What follows belongs to an exercise in optimizing a design on an open flow for small area; a production flow would make more cautious choices. The RTL was checked by simulation tests, not by an equivalence proof against the original design. No activity file was given, so power comes from the tool's default toggle rates.

==> job 4810: inputs <==
// router_top
module router_top (
    input           clock,
    input           resetn,
    input           read_enb_0,
    input           read_enb_1,
    input           read_enb_2,
    input           pkt_valid,
    input  [7:0]    data_in,
    output          valid_out_0,
    output          valid_out_1,
    output          valid_out_2,
    output          error,
    output          busy,
    output [7:0]    data_out_0,
    output [7:0]    data_out_1,
    output [7:0]    data_out_2
);
==> module router_sync, before the edit <==
module router_sync (
    input      clock,
    input      resetn,
    input      vld,
    input      read_enb,
    output reg soft_reset
);
    reg [4:0] count;
    always @(posedge clock) begin
        if (!resetn || !vld || read_enb) begin
            soft_reset <= 1'b0;
            count      <= 5'd0;
        end else begin
            soft_reset <= (count == 5'b10000);
            count      <= {count[3:0], ~(count[4] ^ count[2])};
        end
    end
endmodule
==> module router_fsm, before the edit <==
module router_fsm (
    input        clock,
    input        resetn,
    input        pkt_valid,
    input        parity_done,
    input  [2:0] soft_reset,
    input        low_pkt_valid,
    input  [2:0] fifo_empty,
    input  [2:0] fifo_full_n,
    input  [1:0] data_in,
    output       busy,
    output       detect_add,
    output       ld_state,
    output       laf_state,
    output       rst_int_reg,
    output       fifo_full,
    output [2:0] write_enb
);
    localparam DECODE_ADDRESS = 3'd0;
    localparam LOAD_FIRST_DATA = 3'd1;
    localparam LOAD_DATA = 3'd6;
    localparam FIFO_FULL_STATE = 3'd3;
    localparam LOAD_AFTER_FULL = 3'd4;
    localparam LOAD_PARITY = 3'd2;
    localparam CHECK_PARITY_ERROR = 3'd7;
    localparam WAIT_TILL_EMPTY = 3'd5;
    reg [2:0] state, next_state;
    reg [1:0] addr;
    wire addr_empty = (addr == 2'd0) ? fifo_empty[0] :
                      (addr == 2'd1) ? fifo_empty[1] :
                      (addr == 2'd2) ? fifo_empty[2] : 1'b0;
    assign fifo_full = (addr == 2'd0) ? fifo_full_n[0] :
                       (addr == 2'd1) ? fifo_full_n[1] :
                       (addr == 2'd2) ? fifo_full_n[2] : 1'b0;
    wire addr_sr    = (addr == 2'd0) ? soft_reset[0] :
                      (addr == 2'd1) ? soft_reset[1] :
                      (addr == 2'd2) ? soft_reset[2] : 1'b0;
    wire in_empty   = (data_in == 2'd0) ? fifo_empty[0] :
                      (data_in == 2'd1) ? fifo_empty[1] : fifo_empty[2];
    assign detect_add  = (state == DECODE_ADDRESS);
    assign ld_state    = (state == LOAD_DATA);
    assign laf_state   = (state == LOAD_AFTER_FULL);
    assign rst_int_reg = (state == CHECK_PARITY_ERROR);
    assign busy        = !(detect_add || ld_state);
    wire write_enb_reg = ld_state || laf_state || (state == LOAD_PARITY);
    always @(posedge clock)
        if (detect_add)
            addr <= data_in;
    reg write_d;
    always @(posedge clock)
        write_d <= write_enb_reg;
    assign write_enb[0] = write_d && addr == 2'd0;
    assign write_enb[1] = write_d && addr == 2'd1;
    assign write_enb[2] = write_d && addr == 2'd2;
    always @(posedge clock) begin
        if (!resetn || addr_sr)
            state <= DECODE_ADDRESS;
        else
            state <= next_state;
    end
    always @(*) begin
        case (state)
            DECODE_ADDRESS:
                if (pkt_valid && data_in != 2'b11)
                    next_state = in_empty ? LOAD_FIRST_DATA : WAIT_TILL_EMPTY;
                else
                    next_state = DECODE_ADDRESS;
            LOAD_FIRST_DATA:
                next_state = LOAD_DATA;
            LOAD_DATA:
                if (fifo_full)
                    next_state = FIFO_FULL_STATE;
                else if (!pkt_valid)
                    next_state = LOAD_PARITY;
                else
                    next_state = LOAD_DATA;
            FIFO_FULL_STATE:
                next_state = fifo_full ? FIFO_FULL_STATE : LOAD_AFTER_FULL;
            LOAD_AFTER_FULL:
                next_state = low_pkt_valid ? LOAD_PARITY : LOAD_DATA;
            LOAD_PARITY:
                next_state = CHECK_PARITY_ERROR;
            CHECK_PARITY_ERROR:
                next_state = fifo_full ? CHECK_PARITY_ERROR : DECODE_ADDRESS;
            default:  
                next_state = addr_empty ? LOAD_FIRST_DATA : WAIT_TILL_EMPTY;
        endcase
    end
endmodule
clock: 5.0 ns
lec_check: 0
abc_area: 0
cap_margin: 0
core_margin: 2
core_utilization: 40
slew_margin: 0
standard.sh (not shown) runs the stock make flow with config.mk's settings and CLKGATE_MAP_FILE= SYNTH_SCRIPT=/design/flow/synth_recipe.tcl, a recipe that flattens the netlist after the stock synthesis.
==> flow/flow/run.sh <==
#!/bin/bash
# The standard layout with three changes:
#  - synthesis replaces the FIFO read multiplexer module (fifo_rdmux) with the
#    gate-level version in flow/fifo_rdmux_gates.v (same function, made by
#    gen/gen_rdmux.py), and ABC maps the rest with flow/abc_amap.script;
#    registers are mapped exactly as in the standard synthesis;
#  - port buffers are plain buf_1 cells;
#  - the clock tree uses clkbuf_8 buffers in small clusters, without dummy loads.
# Each tool's output goes to a log file here; ORFS keeps its own logs under orfs/logs.
set -uo pipefail
HERE=$PWD

# Synthesis script: synth_recipe.tcl with ORFS's synth.tcl replaced by a copy
# that reads the gate-level multiplexer over the RTL one and maps the
# combinational logic with an area-oriented ABC script (flow/abc_amap.script).
sed -e 's|^read_checkpoint \$::env(RESULTS_DIR)/1_1_yosys_canonicalize.rtlil$|&\nread_verilog -overwrite '"$HERE"'/flow/fifo_rdmux_gates.v|' \
    -e 's|^  log_cmd abc {\*}\$abc_args$|  set abc_args [lreplace $abc_args 1 1 '"$HERE"'/flow/abc_amap.script]\n&|' \
    "$FLOW_HOME/scripts/synth.tcl" > "$HERE/flow_synth.tcl"
if ! grep -q 'fifo_rdmux_gates.v' "$HERE/flow_synth.tcl" || ! grep -q 'abc_amap.script' "$HERE/flow_synth.tcl"; then
    echo "run.sh: could not patch synth.tcl" >&2
    exit 1
fi
sed 's|^source \$::env(SCRIPTS_DIR)/synth.tcl$|source '"$HERE"'/flow_synth.tcl|' synth_recipe.tcl > "$HERE/flow_synth_recipe.tcl"
if ! grep -q "flow_synth.tcl" "$HERE/flow_synth_recipe.tcl"; then
    echo "run.sh: could not patch synth_recipe.tcl" >&2
    exit 1
fi
sed 's|SYNTH_SCRIPT=[^ ]*synth_recipe.tcl|SYNTH_SCRIPT='"$HERE"'/flow_synth_recipe.tcl|' standard.sh > "$HERE/flow_standard.sh"
if ! grep -q "flow_synth_recipe.tcl" "$HERE/flow_standard.sh"; then
    echo "run.sh: could not patch standard.sh" >&2
    exit 1
fi

export BUFFER_PORTS_ARGS="-buffer_cell sky130_fd_sc_hd__buf_1"
export CTS_ARGS="-sink_clustering_enable -repair_clock_nets -dont_use_dummy_load -buf_list sky130_fd_sc_hd__clkbuf_8 -sink_clustering_size 20 -sink_clustering_max_diameter 45"
bash "$HERE/flow_standard.sh" > "$HERE/flow_standard.log" 2>&1
==> flow/flow/abc_amap.script <==
strash
dch -f
amap
topo
stime -c
Other scripts of this flow, unchanged in this note and not shown: flow/flow/fifo_rdmux_gates.v
==> job 8180: changes against job 4810 <==
--- a/flow/design.v
+++ b/flow/design.v
@@ -68,13 +68,11 @@
     input      read_enb,
-    output reg soft_reset
+    output     soft_reset
 );
     reg [4:0] count;
-    always @(posedge clock) begin
-        if (!resetn || !vld || read_enb) begin
-            soft_reset <= 1'b0;
-            count      <= 5'd0;
-        end else begin
-            soft_reset <= (count == 5'b10000);
-            count      <= {count[3:0], ~(count[4] ^ count[2])};
-        end
+    assign soft_reset = (count == 5'b10000);
+    always @(posedge clock) begin
+        if (!resetn || !vld || read_enb)
+            count <= 5'd0;
+        else
+            count <= {count[3:0], ~(count[4] ^ count[2]) ^ (&count[3:0])};
     end
@@ -153,10 +151,10 @@
 );
-    localparam DECODE_ADDRESS = 3'd0;
+    localparam DECODE_ADDRESS = 3'd5;
     localparam LOAD_FIRST_DATA = 3'd1;
-    localparam LOAD_DATA = 3'd6;
+    localparam LOAD_DATA = 3'd2;
     localparam FIFO_FULL_STATE = 3'd3;
-    localparam LOAD_AFTER_FULL = 3'd4;
-    localparam LOAD_PARITY = 3'd2;
-    localparam CHECK_PARITY_ERROR = 3'd7;
-    localparam WAIT_TILL_EMPTY = 3'd5;
+    localparam LOAD_AFTER_FULL = 3'd7;
+    localparam LOAD_PARITY = 3'd6;
+    localparam CHECK_PARITY_ERROR = 3'd4;
+    localparam WAIT_TILL_EMPTY = 3'd0;
     reg [2:0] state, next_state;
--- a/flow/flow/run.sh
+++ b/flow/flow/run.sh
@@ -34,3 +34,3 @@
 export BUFFER_PORTS_ARGS="-buffer_cell sky130_fd_sc_hd__buf_1"
-export CTS_ARGS="-sink_clustering_enable -repair_clock_nets -dont_use_dummy_load -buf_list sky130_fd_sc_hd__clkbuf_8 -sink_clustering_size 20 -sink_clustering_max_diameter 45"
+export CTS_ARGS="-sink_clustering_enable -repair_clock_nets -dont_use_dummy_load -buf_list sky130_fd_sc_hd__clkbuf_8 -sink_clustering_size 20 -sink_clustering_max_diameter 70"
 bash "$HERE/flow_standard.sh" > "$HERE/flow_standard.log" 2>&1
Settings changed: CORE_UTILIZATION 40 to 60, GPL_ROUTABILITY_DRIVEN set to 0, GPL_TIMING_DRIVEN set to 0, PLACE_DENSITY set to 0.75.
==> job 393: changes against job 4810 <==
--- a/flow/design.v
+++ b/flow/design.v
@@ -68,13 +68,11 @@
     input      read_enb,
-    output reg soft_reset
+    output     soft_reset
 );
     reg [4:0] count;
-    always @(posedge clock) begin
-        if (!resetn || !vld || read_enb) begin
-            soft_reset <= 1'b0;
-            count      <= 5'd0;
-        end else begin
-            soft_reset <= (count == 5'b10000);
-            count      <= {count[3:0], ~(count[4] ^ count[2])};
-        end
+    assign soft_reset = (count == 5'b10000);
+    always @(posedge clock) begin
+        if (!resetn || !vld || read_enb)
+            count <= 5'd0;
+        else
+            count <= {count[3:0], ~(count[4] ^ count[2]) ^ (&count[3:0])};
     end
@@ -153,10 +151,10 @@
 );
-    localparam DECODE_ADDRESS = 3'd0;
+    localparam DECODE_ADDRESS = 3'd5;
     localparam LOAD_FIRST_DATA = 3'd1;
-    localparam LOAD_DATA = 3'd6;
+    localparam LOAD_DATA = 3'd2;
     localparam FIFO_FULL_STATE = 3'd3;
-    localparam LOAD_AFTER_FULL = 3'd4;
-    localparam LOAD_PARITY = 3'd2;
-    localparam CHECK_PARITY_ERROR = 3'd7;
-    localparam WAIT_TILL_EMPTY = 3'd5;
+    localparam LOAD_AFTER_FULL = 3'd7;
+    localparam LOAD_PARITY = 3'd6;
+    localparam CHECK_PARITY_ERROR = 3'd4;
+    localparam WAIT_TILL_EMPTY = 3'd0;
     reg [2:0] state, next_state;
--- a/flow/flow/run.sh
+++ b/flow/flow/run.sh
@@ -34,3 +34,3 @@
 export BUFFER_PORTS_ARGS="-buffer_cell sky130_fd_sc_hd__buf_1"
-export CTS_ARGS="-sink_clustering_enable -repair_clock_nets -dont_use_dummy_load -buf_list sky130_fd_sc_hd__clkbuf_8 -sink_clustering_size 20 -sink_clustering_max_diameter 45"
+export CTS_ARGS="-sink_clustering_enable -repair_clock_nets -dont_use_dummy_load -buf_list sky130_fd_sc_hd__clkbuf_8 -sink_clustering_size 16 -sink_clustering_max_diameter 60"
 bash "$HERE/flow_standard.sh" > "$HERE/flow_standard.log" 2>&1
==> job 7710: changes against job 4810 <==
--- a/flow/design.v
+++ b/flow/design.v
@@ -153,10 +153,10 @@
 );
-    localparam DECODE_ADDRESS = 3'd0;
-    localparam LOAD_FIRST_DATA = 3'd1;
-    localparam LOAD_DATA = 3'd6;
-    localparam FIFO_FULL_STATE = 3'd3;
-    localparam LOAD_AFTER_FULL = 3'd4;
-    localparam LOAD_PARITY = 3'd2;
-    localparam CHECK_PARITY_ERROR = 3'd7;
-    localparam WAIT_TILL_EMPTY = 3'd5;
+    localparam DECODE_ADDRESS     = 3'b000;
+    localparam LOAD_FIRST_DATA    = 3'b001;
+    localparam LOAD_DATA          = 3'b010;
+    localparam FIFO_FULL_STATE    = 3'b011;
+    localparam LOAD_AFTER_FULL    = 3'b100;
+    localparam LOAD_PARITY        = 3'b101;
+    localparam CHECK_PARITY_ERROR = 3'b110;
+    localparam WAIT_TILL_EMPTY    = 3'b111;
     reg [2:0] state, next_state;
==> flow/flow/run.sh (replaced) <==
#!/bin/bash
# The standard layout with three changes:
#  - synthesis replaces the FIFO read multiplexer module (fifo_rdmux) with the
#    gate-level version in flow/fifo_rdmux_gates.v (same function, made by
#    gen/gen_rdmux.py); everything else, registers included, is synthesized
#    exactly as in the standard synthesis;
#  - port buffers are plain buf_1 cells;
#  - the clock tree uses clkbuf_8 buffers in small clusters, without dummy loads.
# Each tool's output goes to a log file here; ORFS keeps its own logs under orfs/logs.
set -uo pipefail
HERE=$PWD

# Synthesis script: synth_recipe.tcl with ORFS's synth.tcl replaced by a copy
# that reads the gate-level multiplexer over the RTL one.
sed 's|^read_checkpoint \$::env(RESULTS_DIR)/1_1_yosys_canonicalize.rtlil$|&\nread_verilog -overwrite '"$HERE"'/flow/fifo_rdmux_gates.v|' \
    "$FLOW_HOME/scripts/synth.tcl" > "$HERE/flow_synth.tcl"
if ! grep -q 'fifo_rdmux_gates.v' "$HERE/flow_synth.tcl"; then
    echo "run.sh: could not patch synth.tcl" >&2
    exit 1
fi
sed 's|^source \$::env(SCRIPTS_DIR)/synth.tcl$|source '"$HERE"'/flow_synth.tcl|' synth_recipe.tcl > "$HERE/flow_synth_recipe.tcl"
if ! grep -q "flow_synth.tcl" "$HERE/flow_synth_recipe.tcl"; then
    echo "run.sh: could not patch synth_recipe.tcl" >&2
    exit 1
fi
sed 's|SYNTH_SCRIPT=[^ ]*synth_recipe.tcl|SYNTH_SCRIPT='"$HERE"'/flow_synth_recipe.tcl|' standard.sh > "$HERE/flow_standard.sh"
if ! grep -q "flow_synth_recipe.tcl" "$HERE/flow_standard.sh"; then
    echo "run.sh: could not patch standard.sh" >&2
    exit 1
fi

export BUFFER_PORTS_ARGS="-buffer_cell sky130_fd_sc_hd__buf_1"
export CTS_ARGS="-sink_clustering_enable -repair_clock_nets -dont_use_dummy_load -buf_list sky130_fd_sc_hd__clkbuf_8 -sink_clustering_size 16 -sink_clustering_max_diameter 60"
bash "$HERE/flow_standard.sh" > "$HERE/flow_standard.log" 2>&1
Settings changed: ABC_AREA 0 to 1, CAP_MARGIN 0 to 20, SLEW_MARGIN 0 to 20.
removed: flow/flow/abc_amap.script
==> key figures <==
Synthesis
  – Simple-gate area share of the yosys netlist: 7.650%
  – Post-Syn Area: approximately 16,000 sq um

Setup path
  – CP bufs+invs: 2
  – Worst-case reg-to-reg path depth: 11

Timing
  – Final Cycle Share: ~72%

Run status
  – Status: finished clean

Pwr
  – VDD IR max: 0.2490 mV
(the above is from job 393)
==> key figures <==
Run status
  – Status: finished clean

Setup path
  – Worst-case reg-to-reg path depth: 9
  – CP bufs+invs: 1

Timing
  – Final Cycle Share: a little over 70%

Synthesis
  – Simple-gate area share of the yosys netlist: a little under a tenth
(the above is from job 7710)
==> key figures <==
Floorplan
  – Initial cell density of the core: between 60% and 70%

Clocking
  – CTS Buf Count: 28

Synthesis
  – Post-Syn Area: ~16,000 sq um

Timing
  – Clock skew: 0.04350 ns
  – Slew HR: ~45%

Run status
  – Status: finished clean

Final layout
  – Fraction of area in registers: 73.59%
  – Most common cell after layout, fill and taps aside: edfxtp_1

Setup path
  – Worst-case reg-to-reg path depth: 9
(the above is from job 8180)
==> key figures <==
Setup path
  – CP bufs+invs: 2
  – Worst-case reg-to-reg path depth: 8

Pwr
  – VDD IR max: about 0.28 mV
  – Top power group: registers
  – Logic pwr share: roughly 18%

Placed design
  – Placed wire-length estimate: approximately 22,000 um

Timing
  – Setup ws final: 1.330 ns

Run status
  – Status: finished clean

Synthesis
  – Post-Syn Area: around 16,000 sq um
(the above is from job 4810)

-- re-timing with driven ports --
Ports are ideal in the flow. The routed layouts listed here were re-timed in OpenROAD. Step 1, drivers: a clkbuf_16 drives clock and a buf_2 each remaining input, both assumed. Step 2 adds t to the input delays and takes it off the output delays; t is the mean of the earliest and latest rising clock arrival at the registers after step 1. Input paths then give back, and output paths get back, about the clock's delay inside the block. a / b / c = ideal ports / drivers / drivers and shift; a / b = the first two.
run | shift t [ns] | slack for setup (ns) | cell pins on the clock port's net
job 4810 | 0.641 | 1.330 / 1.284 / 1.925 | 1
job 8180 | 0.625 | 1.330 / 1.287 / 1.912 | 1
job 393 | 0.620 | 1.377 / 1.327 / 1.947 | 1
job 7710 | 0.596 | 1.373 / 1.328 / 1.924 | 1
After both steps every run listed still meets setup and hold.
